Context: an optimization exercise on an open-source flow, tuned for small area. The choices shown serve that exercise and are no tape-out recipe. In this exercise RTL edits were held to simulation tests only and were not proved equivalent to the original. Power and IR drop assume default switching activity.

==> design/flow/design.v <==
module user_logic
(
  IR_signal,
  Interrupt,
  Bus2IP_Clk,
  Bus2IP_Reset,
  Bus2IP_Data,
  Bus2IP_BE,
  Bus2IP_RdCE,
  Bus2IP_WrCE,
  IP2Bus_Data,
  IP2Bus_RdAck,
  IP2Bus_WrAck,
  IP2Bus_Error
);
parameter C_SLV_DWIDTH                   = 32;
parameter C_NUM_REG                      = 3;
input                                     IR_signal;
output                                    Interrupt;
input                                     Bus2IP_Clk;
input                                     Bus2IP_Reset;
input      [0 : C_SLV_DWIDTH-1]           Bus2IP_Data;
input      [0 : C_SLV_DWIDTH/8-1]         Bus2IP_BE;
input      [0 : C_NUM_REG-1]              Bus2IP_RdCE;
input      [0 : C_NUM_REG-1]              Bus2IP_WrCE;
output     [0 : C_SLV_DWIDTH-1]           IP2Bus_Data;
output                                    IP2Bus_RdAck;
output                                    IP2Bus_WrAck;
output                                    IP2Bus_Error;
  localparam [11:0] Y_RST  = 12'b100110100010;
  localparam [11:0] Y_A    = 12'b111011101000;
  localparam [11:0] Y_E    = 12'b000101110111;
  localparam [11:0] M_E    = 12'b111101111011;
  localparam [11:0] Y_T    = 12'b101110111000;
  localparam [11:0] M_T    = 12'b111111011100;
  localparam [11:0] Y_W    = 12'b111011100010;
  localparam [11:0] M_W    = 12'b111101110011;
  reg  [11:0] y;
  wire te = ((y & M_E) == (Y_E & M_E));
  wire tt = ((y & M_T) == (Y_T & M_T));
  wire tw = ((y & M_W) == (Y_W & M_W));
  always @(posedge Bus2IP_Clk)
    if (Bus2IP_Reset)  y <= Y_RST;
    else if (tw)       y <= Y_A;
    else               y <= {y[10:0], y[11] ^ y[10] ^ y[9] ^ y[3]};
  reg ir_d;
  always @(posedge Bus2IP_Clk)
    ir_d <= IR_signal;
  wire lvl_low  = ~ir_d & ~IR_signal;
  wire lvl_high =  ir_d &  IR_signal;
  reg  [6:0]  n1;      
  reg         wflag;   
  reg         sflag;   
  reg  [12:0] sr;      
  reg         pend;    
  wire lo_ok  = ~n1[3] & ~n1[2] & ~(n1[1] & n1[0]);
  wire r_zero = lo_ok & (n1[6:4] == 3'b001);
  wire r_one  = lo_ok & (n1[6:4] == 3'b010);
  wire r_strt = lo_ok & (n1[6:4] == 3'b100);
  wire send   = sflag & sr[0];
  wire dec    = lvl_high & wflag & sflag & (r_zero | r_one);
  wire ld     = lvl_high & r_strt & ~send;
  always @(posedge Bus2IP_Clk)
    if (Bus2IP_Reset) begin
      n1    <= 7'd1;
      wflag <= 1'b0;
      sflag <= 1'b0;
    end else if (te) begin
      if (IR_signal)             n1 <= 7'd1;
      else if (~(n1[6] & n1[5])) n1 <= n1 + 7'd1;
      if (lvl_low)               wflag <= 1'b1;
      else if (dec)              wflag <= 1'b0;
      if (send)                  sflag <= 1'b0;
      else if (ld)               sflag <= 1'b1;
    end
  always @(posedge Bus2IP_Clk)
    if (te & ld)       sr <= 13'h1000;
    else if (te & dec) sr <= {r_one, sr[12:1]};
  reg  [0:11] reg0;
  reg  [31:0] reg1;
  reg  [0:15] reg2_hi;
  reg         irq;
  wire do_send = tt & pend;
  wire set_irq = tw & pend;
  wire clr_irq = irq & (reg2_hi == 16'h1000);
  wire wr2     = (Bus2IP_WrCE == 3'b001);
  always @(posedge Bus2IP_Clk)
    if (Bus2IP_Reset)               pend <= 1'b0;
    else if (te & send)             pend <= 1'b1;
    else if (do_send & (&reg1))     pend <= 1'b0;
    else if (tw)                    pend <= 1'b0;
  always @(posedge Bus2IP_Clk)
    if (Bus2IP_Reset) begin
      reg0 <= 12'b0;
      reg1 <= 32'b0;
    end else if (do_send) begin
      reg0 <= sr[12:1];
      reg1 <= reg1 + 32'd1;
    end
  always @(posedge Bus2IP_Clk)
    if (Bus2IP_Reset) begin
      irq     <= 1'b0;
      reg2_hi <= 16'b0;
    end else begin
      if (clr_irq)      irq <= 1'b0;
      else if (set_irq) irq <= 1'b1;
      if (wr2 & Bus2IP_BE[0])         reg2_hi[0:7]  <= Bus2IP_Data[0:7];
      else if (clr_irq | set_irq)     reg2_hi[0:7]  <= 8'b0;
      if (wr2 & Bus2IP_BE[1])         reg2_hi[8:15] <= Bus2IP_Data[8:15];
      else if (clr_irq | set_irq)     reg2_hi[8:15] <= 8'b0;
    end
  assign Interrupt = irq;
  wire rd0 = (Bus2IP_RdCE == 3'b100);
  wire rd1 = (Bus2IP_RdCE == 3'b010);
  wire rd2 = (Bus2IP_RdCE == 3'b001);
  assign IP2Bus_Data  = ({32{rd0}} & {20'b0, reg0})
                      | ({32{rd1}} & reg1)
                      | ({32{rd2}} & {reg2_hi, irq, 15'b0});
  assign IP2Bus_WrAck = Bus2IP_WrCE[0] | Bus2IP_WrCE[1] | Bus2IP_WrCE[2];
  assign IP2Bus_RdAck = Bus2IP_RdCE[0] | Bus2IP_RdCE[1] | Bus2IP_RdCE[2];
  assign IP2Bus_Error = 1'b0;
endmodule
==> design/flow/run.sh <==
#!/bin/bash
# synth_recipe.tcl (not shown) runs the flow's synth.tcl, then flattens the netlist and writes it again
# the make line also repeats each setting of config.mk as NAME=value (left out here)
make -C /OpenROAD-flow-scripts/flow DESIGN_CONFIG=/design/flow/config.mk WORK_HOME=/design/flow/orfs CLKGATE_MAP_FILE= SYNTH_SCRIPT=/design/flow/synth_recipe.tcl finish
==> design/flow/config.mk <==
export PLATFORM = sky130hd
export DESIGN_NAME = user_logic
export DESIGN_NICKNAME = user_logic
export VERILOG_FILES = /design/flow/design.v
export SDC_FILE = /design/flow/constraint.sdc
export NUM_CORES = 4
export LEC_CHECK = 0
export ABC_AREA = 1
export CAP_MARGIN = 20
export CORE_MARGIN = 2
export CORE_UTILIZATION = 40
export SLEW_MARGIN = 20
==> design/flow/constraint.sdc <==
create_clock -name core_clock -period 10.0 [get_ports {Bus2IP_Clk}]
set_input_delay 2.0000 -clock core_clock [delete_from_list [all_inputs] [get_ports {Bus2IP_Clk}]]
set_output_delay 2.0000 -clock core_clock [all_outputs]
set_load 0.01 [all_outputs]
==> run notes, run 1 <==
status finished clean; HPWL after DPL 9170 µm; Final Max Slew Viols 0; TritonCTS buffer count 9; register area share after synthesis 0.393; placeable core region 12000 µm²; remaining routing DRC violations 0; ratio of cells with drive above 1 in the final layout 0.0381; biggest area consumer among synthesized cells sky130_fd_sc_hd__dfxtp_1; antenna violations before repair 0; drt first pass iters 6; Final Critical Period 6.12 ns; via count of the first global-routing pass 4649; remaining number of nets flagged by the antenna check after routing 0; placed cell area 5650 µm²; global-route wire length before repair 21500 µm; Peak supply drop 0.109 mV; Cell Area, Synth 4940 µm²; measured slew at the worst slew-check pin 0.729 ns; reported leakage power 2.35 nW; number of storage elements in the synthesis netlist 97; RSZ-0062 raised after global routing no; finished layout cell area 5970 µm²; Final setup violation count 0; Yosys Warn Count 1; relative slew slack 0.513; required arrival time at the worst endpoint 8.00 ns; worst reg2reg path startpoint y[9]; number of synthesized flops with an enable pin 0; depth of the worst register-to-register path 7; Max Cap Viol 0; post-synthesis net count 805; maximum level of the CTS H-tree 3; total number of clock tree sinks 97; area share of the leading cell type in the synthesized netlist 0.393; total of buffers placed on input and output ports 61; n_diodes 0; combined global-route utilization of all metal layers 0.202; post-cts repair resize count 0; worst endpoint data arrival time 4.12 ns; final routed wire length divided by cell count 13.2 µm; initial drt markers 280; Mapped Cells 757; clock root buffer sky130_fd_sc_hd__clkbuf_16; CP Capture Type output port; CTS Buffer Depth 2; number of distinct library cells after synthesis 30; Critical Path Fanout Max 10; maximum number of pins on one net before global-route repair 43; Tcrit/Tclk final 0.612; origin of the worst setup path Bus2IP_RdCE[1]; Sum Neg Setup Slack 0 ns; # Post-CTS Setup Buffers 0; clock slew seen by the registers of the worst setup and hold paths 0.06 ns; width of the die 115 µm; Post-Synthesis Mean Instance Area 6.53 µm²; most frequently used cell type in the post-synthesis netlist sky130_fd_sc_hd__nand2_1; cells taking the most area after synthesis sky130_fd_sc_hd__dfxtp_1, sky130_fd_sc_hd__nand2_1, sky130_fd_sc_hd__nor2_1, sky130_fd_sc_hd__inv_1, sky130_fd_sc_hd__nand3_1; worst skew pair latency 0.35 ns; start point of the worst hold path y[5]; initial standard-cell utilization of the core 0.411; Net count, final 857; std cell rows 40; remaining global-route overflow 0; area of the die 13300 µm²; final WL 12700 µm; detail-routed via count per cell 5.08; total via count after detailed routing 4886; die extent in y 115 µm; Final GP Congestion 0.886; kind of start point of the critical path input port; ranking of synthesized cells by instance count sky130_fd_sc_hd__nand2_1, sky130_fd_sc_hd__nor2_1, sky130_fd_sc_hd__inv_1, sky130_fd_sc_hd__dfxtp_1, sky130_fd_sc_hd__nand3_1; # fillers 1219; number of top-level pins 81; Tot Pwr 0.000815 W; Hold Violations, Final 0; layout overhead on the synthesized area 20.8%; number of hold buffers added after CTS 0; Most used DFF post-synth sky130_fd_sc_hd__dfxtp_1; Hold Path Cell Cnt 2; Worst Setup Slack, final 3.88 ns; worst setup slack before clock tree synthesis 3.94 ns; HP Class flip-flop to flip-flop; area taken by multi-input logic gates 2450 µm²; CTS tree built; worst setup skew after layout 0.00542 ns; share of synthesized flip-flops with an asynchronous set or reset 0; Critical Setup Path Class input port to output port; area used by sequential logic in the layout 1940 µm²; Max Clock Freq 163 MHz; Pwr Density 137 nW/µm²
[cell families (layout without fill, tap and decap cells)]
logic type      after synthesis  in the layout  synth area share
fa+ha+maj                     3              3           0.00760
flops                        97             97             0.393
buf+inv                     139            196             0.111
xor+xnor                      9              9            0.0160
other cells                   1              1          0.000759
compound gates              102            102             0.110
simple gates                406            406             0.361
[critical path, cell delays in order]
cell and delay, ns:
sky130_fd_sc_hd__clkdlybuf4s50_1 0.45, sky130_fd_sc_hd__nor2_1 0.42, sky130_fd_sc_hd__nand2_1 0.33, sky130_fd_sc_hd__o22ai_1 0.34, sky130_fd_sc_hd__clkdlybuf4s50_1 0.59
[cell usage in the layout, fill, tap and decap left out, types with 7 or more instances in the layout]
cell type,instances
sky130_fd_sc_hd__o22ai_1,22
sky130_fd_sc_hd__nor2_2,7
sky130_fd_sc_hd__clkbuf_16,9
sky130_fd_sc_hd__xor2_1,7
sky130_fd_sc_hd__clkdlybuf4s50_1,61
sky130_fd_sc_hd__nand3_1,51
sky130_fd_sc_hd__o21ai_0,27
sky130_fd_sc_hd__nor3_1,9
sky130_fd_sc_hd__dfxtp_1,97
sky130_fd_sc_hd__nand2_1,164
sky130_fd_sc_hd__a21oi_1,50
sky130_fd_sc_hd__nand4_1,37
sky130_fd_sc_hd__inv_1,115
sky130_fd_sc_hd__nor2_1,127
[power breakdown]
| group | leakage, nW | total (W) | switching (W) | internal, W |
|---|---|---|---|---|
| Combinational | 1.41 | 0.0000408 | 0.0000229 | 0.0000179 |
| Clock | 0.153 | 0.000378 | 0.000151 | 0.000227 |
| Sequential | 0.786 | 0.000396 | 0.00000466 | 0.000391 |
| Total | 2.35 | 0.000815 | 0.000179 | 0.000636 |
[area by class of cell]
type                    count  area share
multi-input cells         521       0.411
flip-flops and latches     97       0.325
repair buffers             64       0.106
inverters                 116      0.0730
clock buffers              12      0.0413
well taps                 147      0.0308
clock inverters             4      0.0128
[per-layer routing]
layer	GRT usage	wire (µm)	vias to the layer above
met1	0.253	5940	2234
met2	0.341	5900	109
met3	0.0358	640	18
met5	0	0	-
li1	-	-	2525
met4	0.0884	252	0
[through the flow]
stage	cells	util	hold slack [ns]
after floorplan	757	-	0.417
after global placement	945	0.470	0.432
after detailed placement	945	0.470	0.432
after CTS	961	0.497	0.444
after global routing	961	0.497	0.453
final	961	0.497	0.442
[registers in the layout, summed over array words and instances (netlist names)]
register,cells
n1,7
sflag,1
ir_d,1
wflag,1
reg0,12
reg1,32
irq,1
reg2_hi,16
sr,13
pend,1
y,12
[worst paths after layout]
kind,endpoint,slack (ns)
setup / recovery,IP2Bus_Data[16],3.88
hold / removal,y[6],0.44
setup reg to reg,reg1[27],8.09
hold reg to reg,y[6],0.44
==> run 2, diff against run 1 <==
--- a/design/flow/config.mk
+++ b/design/flow/config.mk
@@ -7,3 +7,2 @@
 export LEC_CHECK = 0
-export ABC_AREA = 1
 export CAP_MARGIN = 20
==> run 2 against run 1 <==
Compared with the run above:
- clock skew up 0.0015 ns
- via count decreased by 13%
- core utilization is 0.27 points lower
- cell count shrank 24%
- die area fell by 6.5%
- synthesized cell count shrank 28%
- worst setup slack worse by 0.11 ns
- cell area shrank 6.3%
- count of clock-buffer cells in the layout shrank 3
- largest cell class unchanged
- largest power group unchanged
- highest routed layer unchanged
==> run notes, run 2 <==
status finished clean; worst reg2reg path startpoint y[9]; capture point of the critical path IP2Bus_Data[14]; CTS Buffer Depth 2 (unchanged); ranking of synthesized cells by instance count sky130_fd_sc_hd__dfxtp_1, sky130_fd_sc_hd__a21oi_1, sky130_fd_sc_hd__nor2_1, sky130_fd_sc_hd__nand2_1, sky130_fd_sc_hd__clkbuf_1; TritonCTS buffer count 9 (unchanged); Cell Area, Synth 4610 µm² (-6.7%); area used by sequential logic in the layout 1940 µm² (unchanged); initial drt markers 257 (-8.2%); # Post-CTS Setup Buffers 0 (unchanged); CP Capture Type output port; Pwr Density 140 nW/µm² (+2.5%); Sum Neg Setup Slack 0 ns (unchanged); Final setup violation count 0 (unchanged); Critical Path Fanout Max 17 (+7); final routed wire length divided by cell count 16.5 µm (+24%); number of storage elements in the synthesis netlist 97 (unchanged); Max Clock Freq 160 MHz (-1.8%); total via count after detailed routing 4227 (-13%); area taken by multi-input logic gates 2460 µm² (+0.46%); CTS tree built; HPWL after DPL 8310 µm (-9.5%); most frequently used cell type in the post-synthesis netlist sky130_fd_sc_hd__dfxtp_1; maximum number of pins on one net before global-route repair 91 (+110%); area share of the leading cell type in the synthesized netlist 0.421 (+0.0281); reported leakage power 1.86 nW (-21%); std cell rows 39 (-2.5%); remaining routing DRC violations 0 (unchanged); antenna violations before repair 0 (unchanged); final std cells w/o fill 729 (-24%); Worst Setup Slack, final 3.76 ns (-0.111 ns); Critical Setup Path Class input port to output port; # fillers 1130 (-7.3%); Mapped Cells 544 (-28%); register area share after synthesis 0.421 (+0.0281); number of top-level pins 81 (unchanged); Post-Synthesis Mean Instance Area 8.48 µm² (+30%); remaining number of nets flagged by the antenna check after routing 0 (unchanged); number of hold buffers added after CTS 0 (unchanged); total of buffers placed on input and output ports 61 (unchanged); final WL 12000 µm (-5.6%); depth of the worst register-to-register path 4 (-3); biggest area consumer among synthesized cells sky130_fd_sc_hd__dfxtp_1; Final Critical Period 6.24 ns (+0.111 ns); clock slew seen by the registers of the worst setup and hold paths 0.06 ns (about the same); width of the die 111 µm (-3.3%); via count of the first global-routing pass 4119 (-11%); endpoint of the worst-slack reg-to-reg timing path reg1[15]; Final Max Slew Viols 0 (unchanged); remaining global-route overflow 0 (unchanged); reg-to-reg slack, setup 7.34 ns (-0.75 ns); relative slew slack 0.282 (-0.231); Final GP Congestion 0.830 (-6.3%); register containing the most flip-flops in the final layout reg1; worst skew pair latency 0.33 ns (-0.02 ns); Tcrit/Tclk final 0.624 (+0.0111); maximum level of the CTS H-tree 3 (unchanged); number of distinct library cells after synthesis 52 (+73%); registers with the highest flip-flop counts reg1 x32, reg2_hi x16, sr x13; die extent in y 111 µm (-3.3%); kind of start point of the critical path input port; combined global-route utilization of all metal layers 0.195 (-0.00703); initial standard-cell utilization of the core 0.407 (-0.00408); area of the die 12400 µm² (-6.5%); drt first pass iters 4 (-2); Yosys Warn Count 1 (unchanged); post-synthesis net count 592 (-26%); Util after Layout 0.494 (-0.00273); layout overhead on the synthesized area 21.3%; cells taking the most area after synthesis sky130_fd_sc_hd__dfxtp_1, sky130_fd_sc_hd__a21oi_1, sky130_fd_sc_hd__a22o_1, sky130_fd_sc_hd__nand4_1, sky130_fd_sc_hd__nor2_1; Cells after DPL 713 (-25%); global-route wire length before repair 20300 µm (-5.6%); number of synthesized flops with an enable pin 0 (unchanged); placeable core region 11300 µm² (-5.7%); Hold Violations, Final 0 (unchanged); origin of the worst setup path Bus2IP_RdCE[2]; Most used DFF post-synth sky130_fd_sc_hd__dfxtp_1; total number of clock tree sinks 97 (unchanged); start point of the worst hold path y[1]; worst setup slack before clock tree synthesis 3.79 ns (-0.154 ns); detail-routed via count per cell 5.80 (+14%); post-cts repair resize count 0 (unchanged); n_diodes 0 (unchanged); Max Cap Viol 0 (unchanged); share of synthesized flip-flops with an asynchronous set or reset 0 (unchanged); measured slew at the worst slew-check pin 1.07 ns (+0.344 ns); Tot Pwr 0.000783 W (-3.9%); Peak supply drop 0.0763 mV (-30%); required arrival time at the worst endpoint 8.00 ns (about the same); clock root buffer sky130_fd_sc_hd__clkbuf_16; RSZ-0062 raised after global routing no; HP Class flip-flop to flip-flop; worst setup skew after layout 0.00689 ns (+0.00148 ns); worst endpoint data arrival time 4.24 ns (+0.12 ns); Largest register FFs 32 (unchanged); ratio of cells with drive above 1 in the final layout 0.0785 (+0.0404); top library cells by usage in the layout, fill and taps aside sky130_fd_sc_hd__dfxtp_1, sky130_fd_sc_hd__clkdlybuf4s50_1, sky130_fd_sc_hd__a21oi_1, sky130_fd_sc_hd__nor2_1, sky130_fd_sc_hd__nand2_1; Net count, final 629 (-27%); most frequent standard cell in the layout excluding fill and tap cells sky130_fd_sc_hd__dfxtp_1
[run 2: cell types whose count changed after synthesis, sizes merged, moves of 15 or more]
cell | previous run | this run
clkbuf | 13 | 37
nand3 | 54 | 18
a22oi | 0 | 15
o22ai | 22 | 0
a22o | 0 | 29
nor2 | 137 | 39
nand2 | 164 | 38
or4 | 0 | 18
inv | 115 | 13
[run 2: cells by family (layout without fill, tap and decap cells)]
group | after synthesis | in the layout | synth area share
fa+ha+maj | 3 | 3 | 0.00814
mux | 12 | 12 | 0.0290
other cells | 1 | 1 | 0.000813
buf+inv | 55 | 97 | 0.0472
simple gates | 229 | 229 | 0.284
flops | 97 | 97 | 0.421
compound gates | 141 | 141 | 0.199
xor+xnor | 6 | 6 | 0.0114
[run 2: how the worst min path moves through the flow]
stage,cells after the start,end,slack [ns]
5_1_grt,1,y[2],0.48
4_1_cts,1,y[2],0.45
3_3_place_gp,1,y[2],0.44
3_5_place_dp,1,y[2],0.43
2_1_floorplan,1,y[2],0.42
6_report,1,y[2],0.44
[run 2: cell type report]
cell class                 count  area share
tap                          143      0.0320
multi-input combinational    392       0.440
sequential                    97       0.347
timing repair buffer          68       0.118
inverter                      13     0.00872
clock inverter                 7      0.0141
clock buffer                   9      0.0403
[run 2: stage by stage]
step | area (µm²) | hold WS, ns
floorplan | 4610 | 0.421
global placement | 5290 | 0.437
CTS | 5590 | 0.446
detailed placement | 5290 | 0.431
finish | 5590 | 0.444
global route | 5590 | 0.475
[run 2: layer usage]
| layer | global-route usage | wire [µm] | up-vias |
|---|---|---|---|
| li1 | - | - | 2095 |
| met1 | 0.262 | 5580 | 2054 |
| met2 | 0.336 | 6020 | 73 |
| met3 | 0.0359 | 364 | 5 |
| met4 | 0.0313 | 47 | 0 |
| met5 | 0 | 0 | - |
[run 2: worst max-delay path: stages]
cell	delay, ns
sky130_fd_sc_hd__clkdlybuf4s50_1	0.52
sky130_fd_sc_hd__nor3b_2	0.88
sky130_fd_sc_hd__a22o_1	0.28
sky130_fd_sc_hd__clkdlybuf4s50_1	0.54
[run 2: power breakdown]
group	total [W]	internal (W)	switching (W)	leakage (nW)
sequential	0.000396	0.000391	0.00000479	0.785
clock	0.000349	0.000197	0.000152	0.144
combinational	0.0000384	0.0000191	0.0000193	0.927
==> run 3, diff against run 2 <==
==> design/flow/flow/run.sh (new file) <==
#!/bin/bash
set -euo pipefail
cd "$(dirname "$0")/.."
bash standard.sh \
  BUFFER_PORTS_ARGS="-buffer_cell sky130_fd_sc_hd__buf_1" \
  CTS_ARGS="-sink_clustering_enable -repair_clock_nets -dont_use_dummy_load -buf_list sky130_fd_sc_hd__clkbuf_8" \
  finish > flow_make.log 2>&1
==> design/flow/standard.sh (new file) <==
#!/bin/bash
# synth_recipe.tcl (not shown) runs the flow's synth.tcl, then flattens the netlist and writes it again
# the make line also repeats each setting of config.mk as NAME=value (left out here)
make -C /OpenROAD-flow-scripts/flow DESIGN_CONFIG=/design/flow/config.mk WORK_HOME=/design/flow/orfs CLKGATE_MAP_FILE= SYNTH_SCRIPT=/design/flow/synth_recipe.tcl "${@:-finish}"
removed: design/flow/run.sh
==> run 3 against run 2 <==
Compared with the run above:
- synthesized cell count is the same
- first-iteration DRC count is 10% higher
- sequential cell count unchanged
- critical path type unchanged
- highest routed layer unchanged
==> run notes, run 3 <==
worst reg2reg path startpoint y[9]; n_diodes 0 (unchanged); adder and majority cell fraction of the synthesized area 0.00814 (unchanged); worst setup skew after layout 0.0233 ns (+0.0164 ns); depth of the worst register-to-register path 4 (unchanged); antenna violations before repair 0 (unchanged); area fraction in and, or, nand and nor cells after synthesis 0.284 (unchanged); Net count, final 629 (unchanged); final WL 11600 µm (-3.4%); remaining number of nets flagged by the antenna check after routing 0 (unchanged); Worst Setup Slack, final 4.49 ns (+0.725 ns); reported leakage power 1.63 nW (-12%); # Post-CTS Setup Buffers 0 (unchanged); Hold Violations, Final 0 (unchanged); required arrival time at the worst endpoint 8.00 ns (about the same); CP Capture Type output port; post-synthesis net count 592 (unchanged); Yosys Warn Count 1 (unchanged); post-cts repair resize count 0 (unchanged); CTS Buffer Depth 2 (unchanged); Largest register FFs 32 (unchanged); Max Cap Viol 0 (unchanged); Sum Neg Setup Slack 0 ns (unchanged); std cell rows 39 (unchanged); placeable core region 11300 µm² (unchanged); detail-routed via count per cell 5.79 (-0.15%); initial standard-cell utilization of the core 0.407 (unchanged); ratio of cells with drive above 1 in the final layout 0.0674 (-0.0111); Post-Synthesis Mean Instance Area 8.48 µm² (unchanged); area share of the leading cell type in the synthesized netlist 0.421 (unchanged); total of buffers placed on input and output ports 61 (unchanged); clock root buffer sky130_fd_sc_hd__clkbuf_8; register containing the most flip-flops in the final layout reg1; final routed wire length divided by cell count 16.1 µm (-2.5%); number of synthesized flops with an enable pin 0 (unchanged); top library cells by usage in the layout, fill and taps aside sky130_fd_sc_hd__dfxtp_1, sky130_fd_sc_hd__buf_1, sky130_fd_sc_hd__a21oi_1, sky130_fd_sc_hd__nor2_1, sky130_fd_sc_hd__nand2_1; number of top-level pins 81 (unchanged); most frequently used cell type in the post-synthesis netlist sky130_fd_sc_hd__dfxtp_1; measured slew at the worst slew-check pin 1.11 ns (+0.0355 ns); total via count after detailed routing 4180 (-1.1%); cells taking the most area after synthesis sky130_fd_sc_hd__dfxtp_1, sky130_fd_sc_hd__a21oi_1, sky130_fd_sc_hd__a22o_1, sky130_fd_sc_hd__nand4_1, sky130_fd_sc_hd__nor2_1; number of distinct library cells after synthesis 52 (unchanged); reg-to-reg slack, setup 7.37 ns (+0.03 ns); kind of start point of the critical path input port; Final setup violation count 0 (unchanged); HP Class flip-flop to flip-flop; Mapped Cells 544 (unchanged); share of synthesized flip-flops with an asynchronous set or reset 0 (unchanged); width of the die 111 µm (unchanged); Final Max Slew Viols 0 (unchanged); largest family of logic cells by synthesized area simple AND/OR/NAND/NOR gates; via count of the first global-routing pass 3922 (-4.8%); Critical Path Fanout Max 17 (unchanged); Max Clock Freq 181 MHz (+13%); Util after Layout 0.445 (-0.0491); worst setup slack before clock tree synthesis 4.55 ns (+0.761 ns); maximum level of the CTS H-tree 3 (unchanged); Peak supply drop 0.0675 mV (-12%); Cell Area, Synth 4610 µm² (unchanged); Critical Setup Path Class input port to output port; biggest area consumer among synthesized cells sky130_fd_sc_hd__dfxtp_1; status finished clean; XOR/XNOR Fraction of Synth Area 0.0114 (unchanged); relative slew slack 0.258 (-0.0238); register area share after synthesis 0.421 (unchanged); most frequent standard cell in the layout excluding fill and tap cells sky130_fd_sc_hd__dfxtp_1; Min Hold Slack 0.456 ns (+0.0115 ns); layer with the highest usage met2; worst skew pair latency 0.37 ns (+0.04 ns); total number of clock tree sinks 97 (unchanged); ranking of synthesized cells by instance count sky130_fd_sc_hd__dfxtp_1, sky130_fd_sc_hd__a21oi_1, sky130_fd_sc_hd__nor2_1, sky130_fd_sc_hd__nand2_1, sky130_fd_sc_hd__clkbuf_1; CTS tree built; maximum number of pins on one net before global-route repair 91 (unchanged); Hold Path Cell Cnt 2 (+1); global routing usage on met2 0.314 (-0.0220); RSZ-0062 raised after global routing no; Tcrit/Tclk final 0.551 (-0.0725); origin of the worst setup path Bus2IP_RdCE[2]; Most used DFF post-synth sky130_fd_sc_hd__dfxtp_1; die extent in y 111 µm (unchanged); remaining global-route overflow 0 (unchanged); Tot Pwr 0.000631 W (-19%); multiplexer fraction of the synthesized cell area 0.0290 (unchanged); start point of the worst hold path sr[2]; clock slew seen by the registers of the worst setup and hold paths 0.09 ns (+0.03 ns); Pwr Density 125 nW/µm² (-11%); registers with the highest flip-flop counts reg1 x32, reg2_hi x16, sr x13; TritonCTS buffer count 9 (unchanged); compound-gate portion of the synthesized area 0.199 (unchanged); Final Critical Period 5.51 ns (-0.725 ns); met3 track demand over resource 0.0359 (unchanged); worst endpoint data arrival time 3.51 ns (-0.73 ns); number of storage elements in the synthesis netlist 97 (unchanged); HPWL after DPL 7890 µm (-5.0%); layout overhead on the synthesized area 9.25%; global-route wire length before repair 19200 µm (-5.3%); Final GP Congestion 0.793 (-4.5%); initial drt markers 283 (+10%); combined global-route utilization of all metal layers 0.186 (-0.00939); number of hold buffers added after CTS 0 (unchanged); drt first pass iters 4 (unchanged); area of the die 12400 µm² (unchanged); remaining routing DRC violations 0 (unchanged); met1 track demand over resource in global routing 0.241 (-0.0203)
run 3: logic make-up (layout without fill, tap and decap cells):
kind of cell,Yosys count,after routing
buffers and inverters,55,90
AND/OR/NAND/NOR,229,229
AO/OA/AOI/OAI,141,141
adder cells (fa/ha/maj),3,3
other,1,1
flip-flops,97,97
multiplexers,12,12
XOR/XNOR,6,6
run 3: report_power, final:
group	internal, W	switching (W)
clock network	0.0000810	0.000122
registers	0.000391	0.00000490
logic	0.0000121	0.0000195
total	0.000484	0.000146
run 3: routing by layer:
metal  vias up  routed length [µm]
met1      2001                5510
met4         0                 127
li1       2096                   -
met2        73                5540
met5         -                   0
met3        10                 421
run 3: cell type report:
class                      instances  area [µm²]
timing repair buffer              68         283
inverter                          13        48.8
tap                              143         179
multi-input combinational        392        2460
sequential                        97        1940
clock buffer                       9         124
fill                            1166        6280
run 3: metrics by stage:
stage	area (µm²)	instances
6_report	5040	722
5_1_grt	5040	722
4_1_cts	5040	722
3_5_place_dp	4910	713
3_3_place_gp	4910	713
2_1_floorplan	4610	544
run 3: worst paths after layout:
kind | to
setup / recovery | IP2Bus_Data[15]
hold / removal | reg0[10]
setup reg to reg | reg1[17]
hold reg to reg | reg0[10]
run 3: worst max-delay path, cell delays in order:
cell,delay [ns]
sky130_fd_sc_hd__buf_1,0.14
sky130_fd_sc_hd__nor3b_2,0.91
sky130_fd_sc_hd__a22o_1,0.29
sky130_fd_sc_hd__buf_1,0.17
==> run 4, diff against run 3 <==
==> design/flow/flow/run.sh (replaced) <==
#!/bin/bash
set -euo pipefail
cd "$(dirname "$0")/.."
bash standard.sh \
  BUFFER_PORTS_ARGS="-buffer_cell sky130_fd_sc_hd__buf_1" \
  CTS_ARGS="-sink_clustering_enable -repair_clock_nets -dont_use_dummy_load -root_buf sky130_fd_sc_hd__clkbuf_8 -buf_list sky130_fd_sc_hd__clkbuf_4" \
  finish > flow_make.log 2>&1
==> run 4 against run 3 <==
Compared with the run above:
- cell count unchanged
- routed wire length unchanged
- die area unchanged
- still clean on timing, DRC and antenna
- core utilization unchanged
- worst hold slack unchanged
==> run notes, run 4 <==
status finished clean; final WL 11600 µm (unchanged); biggest area consumer among synthesized cells sky130_fd_sc_hd__dfxtp_1; remaining global-route overflow 0 (unchanged); cells taking the most area after synthesis sky130_fd_sc_hd__dfxtp_1, sky130_fd_sc_hd__a21oi_1, sky130_fd_sc_hd__a22o_1, sky130_fd_sc_hd__nand4_1, sky130_fd_sc_hd__nor2_1; reported leakage power 1.63 nW (unchanged); area share of the leading cell type in the synthesized netlist 0.421 (unchanged); maximum number of pins on one net before global-route repair 91 (unchanged); Most used DFF post-synth sky130_fd_sc_hd__dfxtp_1; Worst Setup Slack, final 4.49 ns (unchanged); Final setup violation count 0 (unchanged); number of distinct library cells after synthesis 52 (unchanged); Yosys Warn Count 1 (unchanged); global-route wire length before repair 19200 µm (unchanged); initial standard-cell utilization of the core 0.407 (unchanged); number of hold buffers added after CTS 0 (unchanged); worst skew pair latency 0.37 ns (about the same); width of the die 111 µm (unchanged); Tcrit/Tclk final 0.551 (unchanged); antenna violations before repair 0 (unchanged); Post-Synthesis Mean Instance Area 8.48 µm² (unchanged); Largest register FFs 32 (unchanged); Sum Neg Setup Slack 0 ns (unchanged); remaining number of nets flagged by the antenna check after routing 0 (unchanged); Util after Layout 0.445 (unchanged); Critical Path Fanout Max 17 (unchanged); CTS Buffer Depth 2 (unchanged); CTS tree built; RSZ-0062 raised after global routing no; Max Cap Viol 0 (unchanged); clock root buffer sky130_fd_sc_hd__clkbuf_8; registers with the highest flip-flop counts reg1 x32, reg2_hi x16, sr x13; # Post-CTS Setup Buffers 0 (unchanged); total via count after detailed routing 4180 (unchanged); Cell Area, Synth 4610 µm² (unchanged); HP Class flip-flop to flip-flop; CP Capture Type output port; measured slew at the worst slew-check pin 1.11 ns (unchanged); top library cells by usage in the layout, fill and taps aside sky130_fd_sc_hd__dfxtp_1, sky130_fd_sc_hd__buf_1, sky130_fd_sc_hd__a21oi_1, sky130_fd_sc_hd__nor2_1, sky130_fd_sc_hd__nand2_1; worst reg2reg path startpoint y[9]; relative slew slack 0.258 (unchanged); Peak supply drop 0.0675 mV (unchanged); total of buffers placed on input and output ports 61 (unchanged); start point of the worst hold path sr[2]; reg-to-reg slack, setup 7.37 ns (about the same); placeable core region 11300 µm² (unchanged); worst setup slack before clock tree synthesis 4.55 ns (unchanged); Hold Violations, Final 0 (unchanged); combined global-route utilization of all metal layers 0.186 (unchanged); number of top-level pins 81 (unchanged); depth of the worst register-to-register path 4 (unchanged); Final Critical Period 5.51 ns (unchanged); most frequently used cell type in the post-synthesis netlist sky130_fd_sc_hd__dfxtp_1; initial drt markers 283 (unchanged); Critical Setup Path Class input port to output port; worst endpoint data arrival time 3.51 ns (about the same); area of the die 12400 µm² (unchanged); register containing the most flip-flops in the final layout reg1; die extent in y 111 µm (unchanged); ranking of synthesized cells by instance count sky130_fd_sc_hd__dfxtp_1, sky130_fd_sc_hd__a21oi_1, sky130_fd_sc_hd__nor2_1, sky130_fd_sc_hd__nand2_1, sky130_fd_sc_hd__clkbuf_1; share of synthesized flip-flops with an asynchronous set or reset 0 (unchanged); required arrival time at the worst endpoint 8.00 ns (about the same); Hold Path Cell Cnt 2 (unchanged); Min Hold Slack 0.456 ns (unchanged); endpoint with the worst hold slack reg0[10]; number of storage elements in the synthesis netlist 97 (unchanged); std cell rows 39 (unchanged); number of synthesized flops with an enable pin 0 (unchanged); Max Clock Freq 181 MHz (unchanged); HPWL after DPL 7890 µm (unchanged); post-synthesis net count 592 (unchanged); remaining routing DRC violations 0 (unchanged); Final GP Congestion 0.793 (unchanged); post-cts repair resize count 0 (unchanged); Mapped Cells 544 (unchanged); TritonCTS buffer count 9 (unchanged); worst setup skew after layout 0.0233 ns (unchanged); total number of clock tree sinks 97 (unchanged); Net count, final 629 (unchanged); clock slew seen by the registers of the worst setup and hold paths 0.09 ns (about the same); via count of the first global-routing pass 3922 (unchanged); register area share after synthesis 0.421 (unchanged); Pwr Density 125 nW/µm² (unchanged); endpoint of the worst-slack reg-to-reg timing path reg1[17]; most frequent standard cell in the layout excluding fill and tap cells sky130_fd_sc_hd__dfxtp_1; detail-routed via count per cell 5.79 (unchanged); kind of start point of the critical path input port; Final Max Slew Viols 0 (unchanged); maximum level of the CTS H-tree 3 (unchanged); layout overhead on the synthesized area 9.25% (unchanged); n_diodes 0 (unchanged); drt first pass iters 4 (unchanged); final routed wire length divided by cell count 16.1 µm (unchanged); ratio of cells with drive above 1 in the final layout 0.0674 (unchanged)
[run 4: cell counts after synthesis]
No cell type changed its count.
[run 4: cell families after synthesis]
group	synth area share
AOI/OAI and AO/OA	0.199
and+or+nand+nor	0.284
xor gates and xnor gates	0.0114
adders and majority gates	0.00814
muxes	0.0290
DFF	0.421
other	0.000813
buffers and inverters	0.0472
[run 4: final cells by class]
class | instances | area, µm²
fill | 1166 | 6280
multi-input combinational | 392 | 2460
sequential | 97 | 1940
timing repair buffer | 68 | 283
tap | 143 | 179
clock buffer | 9 | 124
inverter | 13 | 48.8
[run 4: worst max path at each step]
stage / start / end / slack [ns] / cells after the start
2_1_floorplan: Bus2IP_RdCE[1] / IP2Bus_Data[10] / 4.92 / 3
3_3_place_gp: Bus2IP_RdCE[2] / IP2Bus_Data[14] / 4.57 / 4
3_5_place_dp: Bus2IP_RdCE[2] / IP2Bus_Data[14] / 4.55 / 4
4_1_cts: Bus2IP_RdCE[2] / IP2Bus_Data[14] / 4.54 / 4
5_1_grt: Bus2IP_RdCE[2] / IP2Bus_Data[15] / 4.35 / 4
6_report: Bus2IP_RdCE[2] / IP2Bus_Data[15] / 4.49 / 4
[run 4: per-layer routing]
metal | vias up | wire length, µm | GRT usage | share of wire
met2 | 73 | 5540 | 0.314 | 0.48
met3 | 10 | 421 | 0.0359 | 0.036
met5 | - | 0 | 0 | 0
met1 | 2001 | 5510 | 0.241 | 0.48
met4 | 0 | 127 | 0.0568 | 0.011
li1 | 2096 | - | - | -
[run 4: power breakdown]
part / total, W / leakage (nW) / internal [W] / switching, W
sequential: 0.000396 / 0.785 / 0.000391 / 0.00000490
clock: 0.000203 / 0.0647 / 0.0000810 / 0.000122
combinational: 0.0000316 / 0.780 / 0.0000121 / 0.0000195
[run 4: worst max-delay path, cell delays in order]
cell,delay [ns]
sky130_fd_sc_hd__buf_1,0.14
sky130_fd_sc_hd__nor3b_2,0.91
sky130_fd_sc_hd__a22o_1,0.29
sky130_fd_sc_hd__buf_1,0.17
[run 4: per-stage QoR]
| stage | instances | power [W] | area, µm² |
|---|---|---|---|
| 3_3_place_gp | 713 | 0.000435 | 4910 |
| 5_1_grt | 722 | 0.000654 | 5040 |
| 4_1_cts | 722 | 0.000636 | 5040 |
| 3_5_place_dp | 713 | 0.000436 | 4910 |
| 6_report | 722 | 0.000631 | 5040 |
| 2_1_floorplan | 544 | 0.000425 | 4610 |
==> run 5, diff against run 4 <==
==> design/flow/flow/run.sh (replaced) <==
#!/bin/bash
set -euo pipefail
cd "$(dirname "$0")/.."
bash standard.sh \
  BUFFER_PORTS_ARGS="-buffer_cell sky130_fd_sc_hd__buf_1" \
  CTS_ARGS="-sink_clustering_enable -repair_clock_nets -dont_use_dummy_load -sink_clustering_size 50 -sink_clustering_max_diameter 300 -buf_list sky130_fd_sc_hd__clkbuf_8" \
  finish > flow_make.log 2>&1
--- a/design/flow/config.mk
+++ b/design/flow/config.mk
@@ -10,2 +10,3 @@
 export CORE_UTILIZATION = 40
+export GPL_TIMING_DRIVEN = 0
 export SLEW_MARGIN = 20
==> run 5 against run 4 <==
Compared with the run above:
- clock power rose by 2%
- count of clock-buffer cells in the layout unchanged
- first-iteration DRC count rose by 12%
- critical endpoint is now IP2Bus_Data[8]
- largest cell class unchanged
- combinational power rose by 6%
==> run notes, run 5 <==
layout overhead on the synthesized area 11.4%; Mapped Cells 544 (unchanged); final WL 12600 µm (+8.8%); registers with the highest flip-flop counts reg1 x32, reg2_hi x16, sr x13; worst setup skew after layout 0.0171 ns (-0.00614 ns); Final GP Congestion 0.846 (+6.7%); post-cts repair resize count 0 (unchanged); number of distinct library cells after synthesis 52 (unchanged); remaining global-route overflow 0 (unchanged); total number of clock tree sinks 97 (unchanged); antenna violations before repair 0 (unchanged); via count of the first global-routing pass 4204 (+7.2%); measured slew at the worst slew-check pin 1.09 ns (-0.0171 ns); register area share after synthesis 0.421 (unchanged); # fillers 1154 (-1.0%); Yosys Warn Count 1 (unchanged); final routed wire length divided by cell count 16.7 µm (+3.9%); area used by sequential logic in the layout 1940 µm² (unchanged); depth of the worst register-to-register path 7 (+3); relative slew slack 0.271 (+0.0130); area of the die 12400 µm² (unchanged); remaining routing DRC violations 0 (unchanged); maximum level of the CTS H-tree 3 (unchanged); Max Clock Freq 171 MHz (-5.7%); most frequently used cell type in the post-synthesis netlist sky130_fd_sc_hd__dfxtp_1; number of synthesized flops with an enable pin 0 (unchanged); std cell rows 39 (unchanged); placed cell area 5020 µm² (+2.1%); proportion of total power due to net switching 0.239 (+0.00743); Final Critical Period 5.84 ns (+0.334 ns); Sum Neg Setup Slack 0 ns (unchanged); number of storage elements in the synthesis netlist 97 (unchanged); Net count, final 663 (+5.4%); share of synthesized flip-flops with an asynchronous set or reset 0 (unchanged); buffers plus inverters on the worst setup path 3 (+1); total of buffers placed on input and output ports 60 (-1.6%); ranking of synthesized cells by instance count sky130_fd_sc_hd__dfxtp_1, sky130_fd_sc_hd__a21oi_1, sky130_fd_sc_hd__nor2_1, sky130_fd_sc_hd__nand2_1, sky130_fd_sc_hd__clkbuf_1; number of hold buffers added after CTS 0 (unchanged); TritonCTS buffer count 9 (unchanged); total via count after detailed routing 4414 (+5.6%); status finished clean; die extent in y 111 µm (unchanged); register containing the most flip-flops in the final layout reg1; kind of start point of the critical path input port; width of the die 111 µm (unchanged); area share of the leading cell type in the synthesized netlist 0.421 (unchanged); maximum number of pins on one net before global-route repair 15 (-84%); cells taking the most area after synthesis sky130_fd_sc_hd__dfxtp_1, sky130_fd_sc_hd__a21oi_1, sky130_fd_sc_hd__a22o_1, sky130_fd_sc_hd__nand4_1, sky130_fd_sc_hd__nor2_1; switching power 0.000153 W (+4.3%); Largest register FFs 32 (unchanged); Most used DFF post-synth sky130_fd_sc_hd__dfxtp_1; detail-routed via count per cell 5.84 (+0.85%); most common cell type on the critical path sky130_fd_sc_hd__buf_1; cells traversed along the worst timing path buf_1 -> nor3b_1 -> clkbuf_1 -> a22o_1 -> buf_1; global-route wire length before repair 20800 µm (+8.3%); HPWL after DPL 9260 µm (+17%); kind of cell adding the most delay to the critical path simple AND/OR/NAND/NOR gates; proportion of power drawn by the clock network 0.326 (+0.004); initial drt markers 318 (+12%); Final Max Slew Viols 0 (unchanged); worst endpoint data arrival time 3.84 ns (+0.33 ns); Cell Area, Synth 4610 µm² (unchanged); number of top-level pins 81 (unchanged); required arrival time at the worst endpoint 8.00 ns (about the same); cell-internal power 0.000485 W (about the same); # Post-CTS Setup Buffers 0 (unchanged); fraction of power consumed by sequential logic 0.622 (-0.006); finished layout cell area 5140 µm² (+2.0%); Final setup violation count 0 (unchanged); Hold Path Cell Cnt 1 (-1); biggest area consumer among synthesized cells sky130_fd_sc_hd__dfxtp_1; RSZ-0062 raised after global routing no; CTS tree built; biggest cell delay along the critical path 0.90 ns (about the same); number of logic stages on the critical path including buffering 5 (+1); combined global-route utilization of all metal layers 0.205 (+0.0193); reported leakage power 1.64 nW (+0.85%); CP Capture Type output port; drt first pass iters 5 (+1); worst skew pair latency 0.37 ns (about the same); Critical Setup Path Class input port to output port; Post-Synthesis Mean Instance Area 8.48 µm² (unchanged); area taken by multi-input logic gates 2450 µm² (-0.41%); Tcrit/Tclk final 0.584 (+0.0334); post-synthesis net count 592 (unchanged); placeable core region 11300 µm² (unchanged); HP Class flip-flop to flip-flop; clock root buffer sky130_fd_sc_hd__clkbuf_8; remaining number of nets flagged by the antenna check after routing 0 (unchanged); clock slew seen by the registers of the worst setup and hold paths 0.09 ns (about the same); Peak supply drop 0.0731 mV (+8.3%); n_diodes 0 (unchanged); ratio of cells with drive above 1 in the final layout 0.0506 (-0.0168); Hold Violations, Final 0 (unchanged); Pwr Density 124 nW/µm² (-0.93%); Critical Path Fanout Max 10 (-7); top library cells by usage in the layout, fill and taps aside sky130_fd_sc_hd__dfxtp_1, sky130_fd_sc_hd__buf_1, sky130_fd_sc_hd__a21oi_1, sky130_fd_sc_hd__nor2_1, sky130_fd_sc_hd__nand2_1; Gate power share 0.052 (+0.002); Max Cap Viol 0 (unchanged); CTS Buffer Depth 2 (unchanged); initial standard-cell utilization of the core 0.407 (unchanged); most frequent standard cell in the layout excluding fill and tap cells sky130_fd_sc_hd__dfxtp_1; CP max stage cell sky130_fd_sc_hd__nor3b_1
run 5: kinds of logic after synthesis:
| group | synth area share |
|---|---|
| AO/OA/AOI/OAI | 0.199 |
| multiplexers | 0.0290 |
| flip-flops | 0.421 |
| buffers and inverters | 0.0472 |
| AND/OR/NAND/NOR | 0.284 |
| other | 0.000813 |
| adder cells (fa/ha/maj) | 0.00814 |
| XOR/XNOR | 0.0114 |
run 5: final cells by class:
type,count,area share
Multi-Input combinational cell,392,0.477
Sequential cell,97,0.378
Timing Repair Buffer,60,0.0438
Tap cell,143,0.0348
Buffer,42,0.0329
Clock buffer,9,0.0241
Inverter,13,0.00949
run 5: through the flow:
step / worst slack, ns / hold WS (ns) / instances / total power, W / util
floorplan: 4.92 / 0.421 / 544 / 0.000425 / -
global placement: 4.19 / 0.440 / 747 / 0.000438 / 0.443
detailed placement: 4.20 / 0.444 / 747 / 0.000438 / 0.443
CTS: 4.19 / 0.451 / 756 / 0.000641 / 0.454
global route: 4.02 / 0.478 / 756 / 0.000660 / 0.454
finish: 4.16 / 0.447 / 756 / 0.000637 / 0.454
run 5: power by group through the flow:
stage / Sequential, W / Combinational (W) / Clock (W)
floorplan: 0.000403 / 0.0000216 / 0
global placement: 0.000405 / 0.0000327 / 0
detailed placement: 0.000405 / 0.0000333 / 0
CTS: 0.000396 / 0.0000336 / 0.000211
global route: 0.000397 / 0.0000373 / 0.000226
finish: 0.000396 / 0.0000334 / 0.000208
run 5: path summary, 6_finish.rpt:
kind | start | end | slack (ns)
hold / removal | y[1] | y[2] | 0.45
hold reg to reg | y[1] | y[2] | 0.45
setup / recovery | Bus2IP_RdCE[2] | IP2Bus_Data[8] | 4.16
setup reg to reg | reg1[1] | pend | 7.39
run 5: layer usage:
| layer | share of wire | GRT usage |
|---|---|---|
| met2 | 0.47 | 0.336 |
| met3 | 0.047 | 0.0457 |
| met1 | 0.47 | 0.273 |
| met4 | 0.015 | 0.0593 |
| met5 | 0 | 0 |
==> run 6, diff against run 5 <==
==> design/flow/flow/run.sh (replaced) <==
#!/bin/bash
set -euo pipefail
cd "$(dirname "$0")/.."
bash standard.sh \
  BUFFER_PORTS_ARGS="-buffer_cell sky130_fd_sc_hd__buf_1" \
  CTS_ARGS="-sink_clustering_enable -repair_clock_nets -dont_use_dummy_load -sink_clustering_size 35 -sink_clustering_max_diameter 150 -buf_list sky130_fd_sc_hd__clkbuf_8" \
  finish > flow_make.log 2>&1
==> run 6 against run 5 <==
Compared with the run above:
- fmax unchanged
- global-route usage unchanged
- worst hold slack unchanged
- critical path type unchanged
- sequential share of layout area unchanged
- power unchanged
- combinational power about the same
- critical endpoint unchanged
- core utilization unchanged
- register-to-register slack about the same
- clock power about the same
- die area unchanged
==> run notes, run 6 <==
endpoint of the worst-slack reg-to-reg timing path pend; total number of clock tree sinks 97 (unchanged); CTS tree built; Critical Path Fanout Max 10 (unchanged); Mapped Cells 544 (unchanged); cells taking the most area after synthesis sky130_fd_sc_hd__dfxtp_1, sky130_fd_sc_hd__a21oi_1, sky130_fd_sc_hd__a22o_1, sky130_fd_sc_hd__nand4_1, sky130_fd_sc_hd__nor2_1; Final Critical Period 5.84 ns (unchanged); n_diodes 0 (unchanged); Max Cap Viol 0 (unchanged); total of buffers placed on input and output ports 60 (unchanged); Critical Setup Path Class input port to output port; detail-routed via count per cell 5.84 (unchanged); # fillers 1154 (unchanged); number of distinct library cells after synthesis 52 (unchanged); status finished clean; CP max stage cell sky130_fd_sc_hd__nor3b_1; Cell Area, Synth 4610 µm² (unchanged); remaining number of nets flagged by the antenna check after routing 0 (unchanged); biggest area consumer among synthesized cells sky130_fd_sc_hd__dfxtp_1; measured slew at the worst slew-check pin 1.09 ns (unchanged); initial drt markers 318 (unchanged); remaining routing DRC violations 0 (unchanged); CTS Buffer Depth 2 (unchanged); ratio of cells with drive above 1 in the final layout 0.0506 (unchanged); CP Capture Type output port; global-route wire length before repair 20800 µm (unchanged); register containing the most flip-flops in the final layout reg1; combined global-route utilization of all metal layers 0.205 (unchanged); most frequent standard cell in the layout excluding fill and tap cells sky130_fd_sc_hd__dfxtp_1; remaining global-route overflow 0 (unchanged); clock root buffer sky130_fd_sc_hd__clkbuf_8; HP Class flip-flop to flip-flop; Post-Synthesis Mean Instance Area 8.48 µm² (unchanged); # Post-CTS Setup Buffers 0 (unchanged); number of hold buffers added after CTS 0 (unchanged); TritonCTS buffer count 9 (unchanged); number of top-level pins 81 (unchanged); Tcrit/Tclk final 0.584 (unchanged); origin of the worst setup path Bus2IP_RdCE[2]; layout overhead on the synthesized area 11.4% (unchanged); width of the die 111 µm (unchanged); registers with the highest flip-flop counts reg1 x32, reg2_hi x16, sr x13; Pwr Density 124 nW/µm² (unchanged); Peak supply drop 0.0731 mV (unchanged); via count of the first global-routing pass 4204 (unchanged); Final Max Slew Viols 0 (unchanged); Largest register FFs 32 (unchanged); number of storage elements in the synthesis netlist 97 (unchanged); reported leakage power 1.64 nW (unchanged); area used by sequential logic in the layout 1940 µm² (unchanged); clock slew seen by the registers of the worst setup and hold paths 0.09 ns (about the same); worst skew pair latency 0.37 ns (about the same); post-cts repair resize count 0 (unchanged); relative slew slack 0.271 (unchanged); ranking of synthesized cells by instance count sky130_fd_sc_hd__dfxtp_1, sky130_fd_sc_hd__a21oi_1, sky130_fd_sc_hd__nor2_1, sky130_fd_sc_hd__nand2_1, sky130_fd_sc_hd__clkbuf_1; die extent in y 111 µm (unchanged); antenna violations before repair 0 (unchanged); required arrival time at the worst endpoint 8.00 ns (about the same); post-synthesis net count 592 (unchanged); std cell rows 39 (unchanged); share of synthesized flip-flops with an asynchronous set or reset 0 (unchanged); Max Clock Freq 171 MHz (unchanged); maximum number of pins on one net before global-route repair 15 (unchanged); Sum Neg Setup Slack 0 ns (unchanged); final WL 12600 µm (unchanged); Most used DFF post-synth sky130_fd_sc_hd__dfxtp_1; placeable core region 11300 µm² (unchanged); drt first pass iters 5 (unchanged); most frequently used cell type in the post-synthesis netlist sky130_fd_sc_hd__dfxtp_1; area of the die 12400 µm² (unchanged); final routed wire length divided by cell count 16.7 µm (unchanged); area share of the leading cell type in the synthesized netlist 0.421 (unchanged); register area share after synthesis 0.421 (unchanged); area taken by multi-input logic gates 2450 µm² (unchanged); capture point of the critical path IP2Bus_Data[8]; number of synthesized flops with an enable pin 0 (unchanged); worst endpoint data arrival time 3.84 ns (about the same); worst setup skew after layout 0.0171 ns (unchanged); Yosys Warn Count 1 (unchanged); maximum level of the CTS H-tree 3 (unchanged); biggest cell delay along the critical path 0.90 ns (about the same); total via count after detailed routing 4414 (unchanged); most common cell type on the critical path sky130_fd_sc_hd__buf_1; worst reg2reg path startpoint reg1[1]; top library cells by usage in the layout, fill and taps aside sky130_fd_sc_hd__dfxtp_1, sky130_fd_sc_hd__buf_1, sky130_fd_sc_hd__a21oi_1, sky130_fd_sc_hd__nor2_1, sky130_fd_sc_hd__nand2_1; Hold Violations, Final 0 (unchanged); Final GP Congestion 0.846 (unchanged); Net count, final 663 (unchanged); kind of start point of the critical path input port; Final setup violation count 0 (unchanged); depth of the worst register-to-register path 7 (unchanged); cells traversed along the worst timing path buf_1 -> nor3b_1 -> clkbuf_1 -> a22o_1 -> buf_1; Min Hold Slack 0.447 ns (unchanged); RSZ-0062 raised after global routing no; reg-to-reg slack, setup 7.39 ns (about the same); initial standard-cell utilization of the core 0.407 (unchanged); HPWL after DPL 9260 µm (unchanged)
run 6: cell counts in the layout (fill, tap and decap cells not counted):
Identical to the previous run, type by type.
run 6: cell families after synthesis:
| logic type | after synthesis | synth area share |
|---|---|---|
| xor+xnor | 6 | 0.0114 |
| fa+ha+maj | 3 | 0.00814 |
| flops | 97 | 0.421 |
| simple gates | 229 | 0.284 |
| other cells | 1 | 0.000813 |
| compound gates | 141 | 0.199 |
| mux | 12 | 0.0290 |
| buf+inv | 55 | 0.0472 |
run 6: worst min path at each step:
stage | start | endpoint | slack [ns] | cells after the start
3_5_place_dp | y[1] | y[2] | 0.44 | 1
5_1_grt | reg0[7] | reg0[7] | 0.48 | 2
3_3_place_gp | y[5] | y[6] | 0.44 | 1
6_report | y[1] | y[2] | 0.45 | 1
2_1_floorplan | y[1] | y[2] | 0.42 | 1
4_1_cts | y[1] | y[2] | 0.45 | 1
run 6: layer usage:
layer | vias to the layer above | wire (µm) | track usage
li1 | 2167 | - | -
met1 | 2126 | 5920 | 0.273
met2 | 103 | 5900 | 0.336
met3 | 18 | 594 | 0.0457
met4 | 0 | 194 | 0.0593
met5 | - | 0 | 0
run 6: area by class of cell:
cell class / count / share of cell area
Buffer: 42 / 0.0329
Tap cell: 143 / 0.0348
Clock buffer: 9 / 0.0241
Sequential cell: 97 / 0.378
Inverter: 13 / 0.00949
Multi-Input combinational cell: 392 / 0.477
Timing Repair Buffer: 60 / 0.0438
run 6: per-stage QoR:
stage	cells	util	setup slack, ns	power (W)	area, µm²
final	756	0.454	4.16	0.000637	5140
after global routing	756	0.454	4.02	0.000660	5140
after CTS	756	0.454	4.19	0.000641	5140
after detailed placement	747	0.443	4.20	0.000438	5020
after global placement	747	0.443	4.19	0.000438	5020
after floorplan	544	-	4.92	0.000425	4610
run 6: critical path, delay by kind of cell:
kind / cells / cell delay [ns]
AND/OR/NAND/NOR: 1 / 0.90
AO/OA/AOI/OAI: 1 / 0.22
buffers and inverters: 3 / 0.73
run 6: power breakdown:
part           switching (W)  leakage [nW]  internal, W
combinational      0.0000210         0.794    0.0000125
clock               0.000127        0.0647    0.0000811
sequential        0.00000500         0.785     0.000391
==> run 7, diff against run 6 <==
--- a/design/flow/design.v
+++ b/design/flow/design.v
@@ -89,12 +89,18 @@
     else if (te & send)             pend <= 1'b1;
-    else if (do_send & (&reg1))     pend <= 1'b0;
+    else if (r1_c[32])              pend <= 1'b0;
     else if (tw)                    pend <= 1'b0;
+  wire r0_ld   = do_send & ~Bus2IP_Reset;
+  wire r0_hold = ~do_send & ~Bus2IP_Reset;
   always @(posedge Bus2IP_Clk)
-    if (Bus2IP_Reset) begin
-      reg0 <= 12'b0;
-      reg1 <= 32'b0;
-    end else if (do_send) begin
-      reg0 <= sr[12:1];
-      reg1 <= reg1 + 32'd1;
+    reg0 <= ({12{r0_ld}} & sr[12:1]) | ({12{r0_hold}} & reg0);
+  wire [32:0] r1_c;
+  assign r1_c[0] = do_send;
+  genvar gi;
+  generate
+    for (gi = 0; gi < 32; gi = gi + 1) begin : g_r1
+      assign r1_c[gi+1] = r1_c[gi] & reg1[gi];
+      always @(posedge Bus2IP_Clk)
+        reg1[gi] <= ~Bus2IP_Reset & (reg1[gi] ^ r1_c[gi]);
     end
+  endgenerate
   always @(posedge Bus2IP_Clk)
@@ -102,3 +108,2 @@
       irq     <= 1'b0;
-      reg2_hi <= 16'b0;
     end else begin
@@ -106,7 +111,11 @@
       else if (set_irq) irq <= 1'b1;
-      if (wr2 & Bus2IP_BE[0])         reg2_hi[0:7]  <= Bus2IP_Data[0:7];
-      else if (clr_irq | set_irq)     reg2_hi[0:7]  <= 8'b0;
-      if (wr2 & Bus2IP_BE[1])         reg2_hi[8:15] <= Bus2IP_Data[8:15];
-      else if (clr_irq | set_irq)     reg2_hi[8:15] <= 8'b0;
     end
+  wire we_b0   = wr2 & Bus2IP_BE[0] & ~Bus2IP_Reset;
+  wire we_b1   = wr2 & Bus2IP_BE[1] & ~Bus2IP_Reset;
+  wire keep_b0 = ~(wr2 & Bus2IP_BE[0]) & ~(clr_irq | set_irq) & ~Bus2IP_Reset;
+  wire keep_b1 = ~(wr2 & Bus2IP_BE[1]) & ~(clr_irq | set_irq) & ~Bus2IP_Reset;
+  always @(posedge Bus2IP_Clk) begin
+    reg2_hi[0:7]  <= ({8{we_b0}} & Bus2IP_Data[0:7])  | ({8{keep_b0}} & reg2_hi[0:7]);
+    reg2_hi[8:15] <= ({8{we_b1}} & Bus2IP_Data[8:15]) | ({8{keep_b1}} & reg2_hi[8:15]);
+  end
   assign Interrupt = irq;
==> design/flow/flow/run.sh (replaced) <==
#!/bin/bash
set -euo pipefail
cd "$(dirname "$0")/.."
bash standard.sh \
  BUFFER_PORTS_ARGS="-buffer_cell sky130_fd_sc_hd__buf_1" \
  CTS_ARGS="-sink_clustering_enable -repair_clock_nets -dont_use_dummy_load -buf_list sky130_fd_sc_hd__clkbuf_8" \
  finish > flow_make.log 2>&1
--- a/design/flow/config.mk
+++ b/design/flow/config.mk
@@ -9,4 +9,3 @@
 export CORE_MARGIN = 2
-export CORE_UTILIZATION = 40
-export GPL_TIMING_DRIVEN = 0
+export CORE_UTILIZATION = 65
 export SLEW_MARGIN = 20
==> run 7 against run 6 <==
Compared with the run above:
- cell count down 33%
- core utilization up 30 points
- clock skew up 0.0045 ns
- fmax down 18%
- critical path depth up 31
- register-to-register slack worse by 4.5 ns
- worst setup slack worse by 1.3 ns
- global-route usage up 3.7 points
- worst hold slack better by 0.018 ns
- first-iteration DRC count down 58%
- clock power down 6%
- largest cell class unchanged
- highest routed layer unchanged
==> run notes, run 7 <==
HPWL after DPL 5500 µm (-41%); CTS tree built; depth of the worst register-to-register path 36 (+29); cells taking the most area after synthesis sky130_fd_sc_hd__dfxtp_1, sky130_fd_sc_hd__a22o_1, sky130_fd_sc_hd__ha_1, sky130_fd_sc_hd__nor2b_1, sky130_fd_sc_hd__mux2i_1; global-route wire length before repair 13600 µm (-34%); layout overhead on the synthesized area 10.6%; total of buffers placed on input and output ports 61 (+1.7%); measured slew at the worst slew-check pin 1.05 ns (-0.0438 ns); register area share after synthesis 0.476 (+0.0550); CTS Buffer Depth 2 (unchanged); maximum level of the CTS H-tree 3 (unchanged); # fillers 440 (-62%); detail-routed via count per cell 5.78 (-0.96%); Mapped Cells 379 (-30%); Hold Path Cell Cnt 2 (+1); Hold Violations, Final 0 (unchanged); HP Class flip-flop to flip-flop; remaining number of nets flagged by the antenna check after routing 0 (unchanged); fraction of power consumed by sequential logic 0.638 (+0.016); number of top-level pins 81 (unchanged); ranking of synthesized cells by instance count sky130_fd_sc_hd__dfxtp_1, sky130_fd_sc_hd__a22o_1, sky130_fd_sc_hd__nor2b_1, sky130_fd_sc_hd__ha_1, sky130_fd_sc_hd__nor2_1; ratio of cells with drive above 1 in the final layout 0.0667 (+0.0161); biggest area consumer among synthesized cells sky130_fd_sc_hd__dfxtp_1; reported leakage power 1.90 nW (+15%); die extent in y 83.2 µm (-25%); Most used DFF post-synth sky130_fd_sc_hd__dfxtp_1; Net count, final 516 (-22%); final std cells w/o fill 510 (-33%); Critical Setup Path Class flip-flop to flip-flop; Cell Area, Synth 4080 µm² (-12%); kind of start point of the critical path flip-flop; cell-internal power 0.000484 W (-0.23%); initial drt markers 132 (-58%); Gate power share 0.047 (-0.005); combined global-route utilization of all metal layers 0.242 (+0.0372); via count of the first global-routing pass 2894 (-31%); final WL 7930 µm (-37%); # Post-CTS Setup Buffers 0 (unchanged); Pwr Density 138 nW/µm² (+11%); most common cell type on the critical path sky130_fd_sc_hd__ha_1; Yosys Warn Count 1 (unchanged); number of synthesized flops with an enable pin 0 (unchanged); initial standard-cell utilization of the core 0.681 (+0.273); proportion of total power due to net switching 0.221 (-0.0186); drt first pass iters 4 (-1); std cell rows 28 (-28%); required arrival time at the worst endpoint 10.29 ns (+2.29 ns); clock slew seen by the registers of the worst setup and hold paths 0.08 ns (about the same); antenna violations before repair 0 (unchanged); total number of clock tree sinks 97 (unchanged); worst skew pair latency 0.37 ns (about the same); Cells after DPL 500 (-33%); most frequently used cell type in the post-synthesis netlist sky130_fd_sc_hd__dfxtp_1; number of storage elements in the synthesis netlist 97 (unchanged); number of hold buffers added after CTS 0 (unchanged); Final GP Congestion 0.811 (-4.1%); Final setup violation count 0 (unchanged); Largest register FFs 32 (unchanged); Sum Neg Setup Slack 0 ns (unchanged); status finished clean; total via count after detailed routing 2949 (-33%); Final Critical Period 7.13 ns (+1.29 ns); Max Cap Viol 0 (unchanged); placeable core region 5990 µm² (-47%); TritonCTS buffer count 9 (unchanged); CP Capture Type flip-flop; Min Hold Slack 0.465 ns (+0.0179 ns); relative slew slack 0.298 (+0.0277); switching power 0.000137 W (-10%); worst endpoint data arrival time 7.43 ns (+3.59 ns); post-synthesis net count 458 (-23%); CP max stage cell sky130_fd_sc_hd__dfxtp_1; Post-Synthesis Mean Instance Area 10.8 µm² (+27%); number of distinct library cells after synthesis 47 (-9.6%); clock root buffer sky130_fd_sc_hd__clkbuf_8; RSZ-0062 raised after global routing no; area of the die 6920 µm² (-44%); n_diodes 0 (unchanged); Peak supply drop 0.113 mV (+54%); remaining routing DRC violations 0 (unchanged); biggest cell delay along the critical path 0.38 ns (-0.52 ns); width of the die 83.2 µm (-25%); Max Clock Freq 140 MHz (-18%); Critical Path Fanout Max 7 (-3); maximum number of pins on one net before global-route repair 67 (+52); share of synthesized flip-flops with an asynchronous set or reset 0 (unchanged); Final Max Slew Viols 0 (unchanged); remaining global-route overflow 0 (unchanged); worst setup skew after layout 0.0217 ns (+0.00454 ns); post-cts repair resize count 0 (unchanged); register containing the most flip-flops in the final layout reg1; Util after Layout 0.753 (+0.299); registers with the highest flip-flop counts reg1 x32, reg2_hi x16, sr x13; most frequent standard cell in the layout excluding fill and tap cells sky130_fd_sc_hd__dfxtp_1; top library cells by usage in the layout, fill and taps aside sky130_fd_sc_hd__dfxtp_1, sky130_fd_sc_hd__buf_1, sky130_fd_sc_hd__a22o_1, sky130_fd_sc_hd__nor2b_1, sky130_fd_sc_hd__ha_1; proportion of power drawn by the clock network 0.315 (-0.011); final routed wire length divided by cell count 15.5 µm (-6.9%); area share of the leading cell type in the synthesized netlist 0.476 (+0.0550); Tcrit/Tclk final 0.713 (+0.129)
[run 7: cell count changes after synthesis, moves of 20 or more]
cell                       previous run  this run
sky130_fd_sc_hd__a21oi_1             51         5
sky130_fd_sc_hd__o21ai_0             23         3
sky130_fd_sc_hd__ha_1                 3        34
sky130_fd_sc_hd__clkbuf_1            37        13
sky130_fd_sc_hd__nor2b_1             13        37
sky130_fd_sc_hd__nand4_1             28         4
sky130_fd_sc_hd__a22o_1              29        56
sky130_fd_sc_hd__nand2_1             38         7
[run 7: layout make-up]
| cell class | count | area, µm² | share of cell area |
|---|---|---|---|
| multi-input cells | 258 | 2070 | 0.458 |
| flip-flops and latches | 97 | 1940 | 0.430 |
| repair buffers | 65 | 264 | 0.0585 |
| clock buffers | 9 | 124 | 0.0275 |
| well taps | 75 | 93.8 | 0.0208 |
| inverters | 6 | 22.5 | 0.00499 |
[run 7: worst paths after layout]
| check | end | start | slack, ns |
|---|---|---|---|
| max | pend | y[10] | 2.87 |
| max reg2reg | pend | y[10] | 2.87 |
| min reg2reg | y[8] | y[7] | 0.47 |
| min | y[8] | y[7] | 0.47 |
[run 7: kinds of logic (layout without fill, tap and decap cells)]
family,Yosys count,after routing,share of synthesized area
adder cells (fa/ha/maj),34,34,0.104
multiplexers,14,14,0.0344
buffers and inverters,24,80,0.0242
other,1,1,0.000919
flip-flops,97,97,0.476
XOR/XNOR,4,4,0.00859
AO/OA/AOI/OAI,74,74,0.156
AND/OR/NAND/NOR,131,131,0.195
[run 7: power by group through the flow]
stage	Sequential (W)	Clock, W	Combinational [W]
global placement	0.000405	0	0.0000285
global route	0.000397	0.000216	0.0000329
CTS	0.000396	0.000198	0.0000293
floorplan	0.000403	0	0.0000198
detailed placement	0.000405	0	0.0000288
finish	0.000396	0.000195	0.0000294
[run 7: through the flow]
stage	area, µm²	power (W)	setup slack, ns
after global placement	4370	0.000433	2.92
after floorplan	4080	0.000423	3.34
after CTS	4490	0.000623	2.74
final	4510	0.000621	2.87
after detailed placement	4370	0.000434	2.79
after global routing	4510	0.000646	2.53
[run 7: critical path: cells and delay by family (launching register included)]
family	cells	cell delay, ns
compound gates	1	0.32
flops	1	0.38
fa+ha+maj	32	5.96
simple gates	3	0.39
[run 7: layer usage]
| metal | share of wire | up-vias | GRT usage |
|---|---|---|---|
| li1 | - | 1480 | - |
| met1 | 0.47 | 1384 | 0.320 |
| met2 | 0.47 | 73 | 0.392 |
| met3 | 0.046 | 12 | 0.0586 |
| met4 | 0.017 | 0 | 0.0775 |
| met5 | 0 | - | 0 |

port drivers added, routing unchanged:
The results above use ideal ports. As a check the final layouts listed here were re-extracted and re-timed, cells and wires unchanged.
Step 1 sets driving cells, clkbuf_16 on the clock port and buf_2 on the other inputs (assumed; they add their load-dependent delay and slew).
Step 2 also shifts input and output timing later by t, the mid clock arrival at the registers, as if the neighbouring blocks saw the same clock.
Slacks: ideal / step 1 / step 2; pairs: ideal / step 1.
run | shift t [ns] | setup WS [ns] | hold WS [ns] | worst setup path at the end | worst data-port slew with drivers (ns)
run 1 | 0.384 | 3.876 / 3.852 / 3.852 | 0.442 / 0.442 / 0.442 | input to output | 0.04
run 2 | 0.366 | 3.764 / 3.733 / 3.733 | 0.444 / 0.444 / 0.444 | input to output | 0.05
run 3 | 0.390 | 4.490 / 4.468 / 4.468 | 0.456 / 0.456 / 0.456 | input to output | 0.04
run 4 | 0.390 | 4.490 / 4.468 / 4.468 | 0.456 / 0.456 / 0.456 | input to output | 0.04
run 5 | 0.394 | 4.156 / 4.132 / 4.132 | 0.447 / 0.447 / 0.447 | input to output | 0.03
run 6 | 0.394 | 4.156 / 4.132 / 4.132 | 0.447 / 0.447 / 0.447 | input to output | 0.03
run 7 | 0.384 | 2.867 / 2.867 / 2.867 | 0.465 / 0.465 / 0.465 | register to register | 0.03
After both steps every run listed still meets setup and hold. For run 2, which loses most, drivers alone change the setup slack by -0.031 ns; drivers and shift together by -0.031 ns.
